This design comes from an exercise in tuning for small area, a short achievable clock period and few clock cycles per item on the open sky130 flow, not from production work.

the previous run:
==> flow/design.v (excerpt) <==
module divider#(
  parameter WIDTH    = 32,
  parameter CACHING  =  0,
  parameter INIT_VLD =  0
)(
  input clk,
  input rst,
  input start,
  input      [WIDTH-1:0] dividend,
  input      [WIDTH-1:0] divisor,
  output reg [WIDTH-1:0] quotient,
  output     [WIDTH-1:0] remainder,
  output reg zeroErr,
  output valid
);
  reg [31:0] rem;
  reg [31:0] dsr;
  reg [4:0]  cnt;
  reg [4:0]  zbr;
  reg        align;
  reg        busy;
  reg        vld;
  wire [5:0] za;
  wire [5:0] zb;
  divider_lzc32 u_lza (.x(dividend), .z(za));
  divider_lzc32 u_lzb (.x(divisor), .z(zb));
  wire [31:0] sa;                                 
  divider_smear32 u_sa (.x(dividend), .s(sa));
  wire       zeroDivide = ~|divisor;
  wire       shorter = |(divisor & ~sa);          
  wire       quick = shorter | zeroDivide;
  wire [4:0] s = zbr - cnt;                       
  wire [32:0] diff = {1'b0, rem} - {1'b0, dsr};
  wire        ge = ~diff[32];
  wire        last = cnt == 5'd0;
  assign remainder = rem;
  assign valid = vld;
  always @(posedge clk) begin
    if (rst) begin
      align <= 1'b0;
      busy  <= 1'b0;
      vld   <= 1'b0;
    end else if (start) begin
      align <= ~quick;
      busy  <= 1'b0;
      vld   <= quick;
    end else if (align) begin
      align <= 1'b0;
      busy  <= 1'b1;
    end else if (busy && last) begin
      busy <= 1'b0;
      vld  <= 1'b1;
    end
  end
  always @(posedge clk) begin
    if (start) begin
      rem      <= dividend;
      quotient <= 32'd0;
      dsr      <= divisor;
      cnt      <= za[4:0];
      zbr      <= zb[4:0];
      zeroErr  <= zeroDivide;
    end else if (align) begin
      dsr      <= dsr << s;
      cnt      <= s;
    end else begin
      if (busy) begin
        if (ge) rem <= diff[31:0];
        quotient <= {quotient[30:0], ge};
      end
      dsr <= dsr >> 1;
      cnt <= cnt - 5'd1;
    end
  end
endmodule
==> module divider, before the edit <==
module divider#(
  parameter WIDTH    = 32,
  parameter CACHING  =  0,
  parameter INIT_VLD =  0
)(
  input clk,
  input rst,
  input start,
  input      [WIDTH-1:0] dividend,
  input      [WIDTH-1:0] divisor,
  output reg [WIDTH-1:0] quotient,
  output     [WIDTH-1:0] remainder,
  output reg zeroErr,
  output valid
);
  reg [31:0] rem;
  reg [31:0] dsr;
  reg [4:0]  cnt;
  reg [4:0]  zbr;
  reg        align;
  reg        busy;
  reg        vld;
  wire [5:0] za;
  wire [5:0] zb;
  divider_lzc32 u_lza (.x(dividend), .z(za));
  divider_lzc32 u_lzb (.x(divisor), .z(zb));
  wire [31:0] sa;                                 
  divider_smear32 u_sa (.x(dividend), .s(sa));
  wire       zeroDivide = ~|divisor;
  wire       shorter = |(divisor & ~sa);          
  wire       quick = shorter | zeroDivide;
  wire [4:0] s = zbr - cnt;                       
  wire [32:0] diff = {1'b0, rem} - {1'b0, dsr};
  wire        ge = ~diff[32];
  wire        last = cnt == 5'd0;
  assign remainder = rem;
  assign valid = vld;
  always @(posedge clk) begin
    if (rst) begin
      align <= 1'b0;
      busy  <= 1'b0;
      vld   <= 1'b0;
    end else if (start) begin
      align <= ~quick;
      busy  <= 1'b0;
      vld   <= quick;
    end else if (align) begin
      align <= 1'b0;
      busy  <= 1'b1;
    end else if (busy && last) begin
      busy <= 1'b0;
      vld  <= 1'b1;
    end
  end
  always @(posedge clk) begin
    if (start) begin
      rem      <= dividend;
      quotient <= 32'd0;
      dsr      <= divisor;
      cnt      <= za[4:0];
      zbr      <= zb[4:0];
      zeroErr  <= zeroDivide;
    end else if (align) begin
      dsr      <= dsr << s;
      cnt      <= s;
    end else begin
      if (busy) begin
        if (ge) rem <= diff[31:0];
        quotient <= {quotient[30:0], ge};
      end
      dsr <= dsr >> 1;
      cnt <= cnt - 5'd1;
    end
  end
endmodule
clock: 5.0 ns
lec_check: 0
abc_clock_period_in_ps: 2500
cap_margin: 20
core_margin: 2
core_utilization: 40
setup_slack_margin: 2.3
slew_margin: 20
standard.sh (not shown) runs the stock make flow with config.mk's settings and CLKGATE_MAP_FILE= SYNTH_SCRIPT=/design/flow/synth_recipe.tcl, a recipe that flattens the netlist after the stock synthesis.
==> flow/flow/run.sh <==
#!/bin/bash
set -euo pipefail
bash standard.sh "BUFFER_PORTS_ARGS=-buffer_cell sky130_fd_sc_hd__buf_1" finish > make_finish.log 2>&1
Here is what was changed in the inputs of the current run compared with the previous run.
--- a/flow/design.v
+++ b/flow/design.v
@@ -31,9 +31,13 @@
   wire       shorter = |(divisor & ~sa);          
   wire       quick = shorter | zeroDivide;
   wire [4:0] s = zbr - cnt;                       
-  wire [32:0] diff = {1'b0, rem} - {1'b0, dsr};
-  wire        ge = ~diff[32];
-  wire        last = cnt == 5'd0;
+  wire [32:0] diff1 = {1'b0, rem} - {1'b0, dsr};
+  wire [32:0] diff2 = {1'b0, rem} - {2'b0, dsr[31:1]};
+  wire        ge1 = ~diff1[32];
+  wire        ge2 = ~diff2[32];
+  wire        k0 = cnt == 5'd0;
+  wire        two = ~ge1 & ~k0;
+  wire        last = k0 | (cnt == 5'd1 & ~ge1);
   assign remainder = rem;
   assign valid = vld;
   always @(posedge clk) begin
@@ -66,11 +70,22 @@
       cnt      <= s;
     end else begin
       if (busy) begin
-        if (ge) rem <= diff[31:0];
-        quotient <= {quotient[30:0], ge};
+        if (ge1)
+          rem <= diff1[31:0];
+        else if (two && ge2)
+          rem <= diff2[31:0];
+        if (two)
+          quotient <= {quotient[29:0], 1'b0, ge2};
+        else
+          quotient <= {quotient[30:0], ge1};
       end
-      dsr <= dsr >> 1;
-      cnt <= cnt - 5'd1;
+      if (two) begin
+        dsr <= dsr >> 2;
+        cnt <= cnt - 5'd2;
+      end else begin
+        dsr <= dsr >> 1;
+        cnt <= cnt - 5'd1;
+      end
     end
   end
 endmodule
Findings:
Summary — via count, the current run relative to the previous run: higher, by about 36%.
The previous run and the current run all finish clean.
Of the current run and the previous run, it is the current run that has the higher non-clock buffer count.
Via count of the first global-routing pass is higher on the current run
The current run vs the previous run on pre-CTS setup slack: the current run is the lower one.
No run of this note included a check of the RTL's function; only the layout flow was run.

-- afterwards: timing with drivers on the ports --
The results above use ideal ports. As a check the final layouts listed here were re-extracted and re-timed, cells and wires unchanged.
Step 1: set_driving_cell puts a clkbuf_16 on clk and a buf_2 on each other input, an assumption about the parent block.
Step 2 moves the port delays by t, midway between the first and last clock arrival at a register: inputs arrive t later, outputs are due t later. That takes back most of the time a late clock gives input paths.
a / b / c = no drivers / after step 1 / after step 2; a / b = the first two.
run | shift t [ns] | slack for setup (ns) | slew at the worst register clock pin (ns) | worst data-port slew with drivers (ns)
the previous run | 0.412 | 1.943 / 1.943 / 1.721 | 0.08 / 0.08 | 0.06
the current run | 0.430 | 1.748 / 1.748 / 1.495 | 0.10 / 0.10 | 0.08
After both steps setup and hold are still met in every run listed. The setup slack of the current run, which loses most, moves by 0.000 ns with the drivers and by -0.253 ns with both steps.
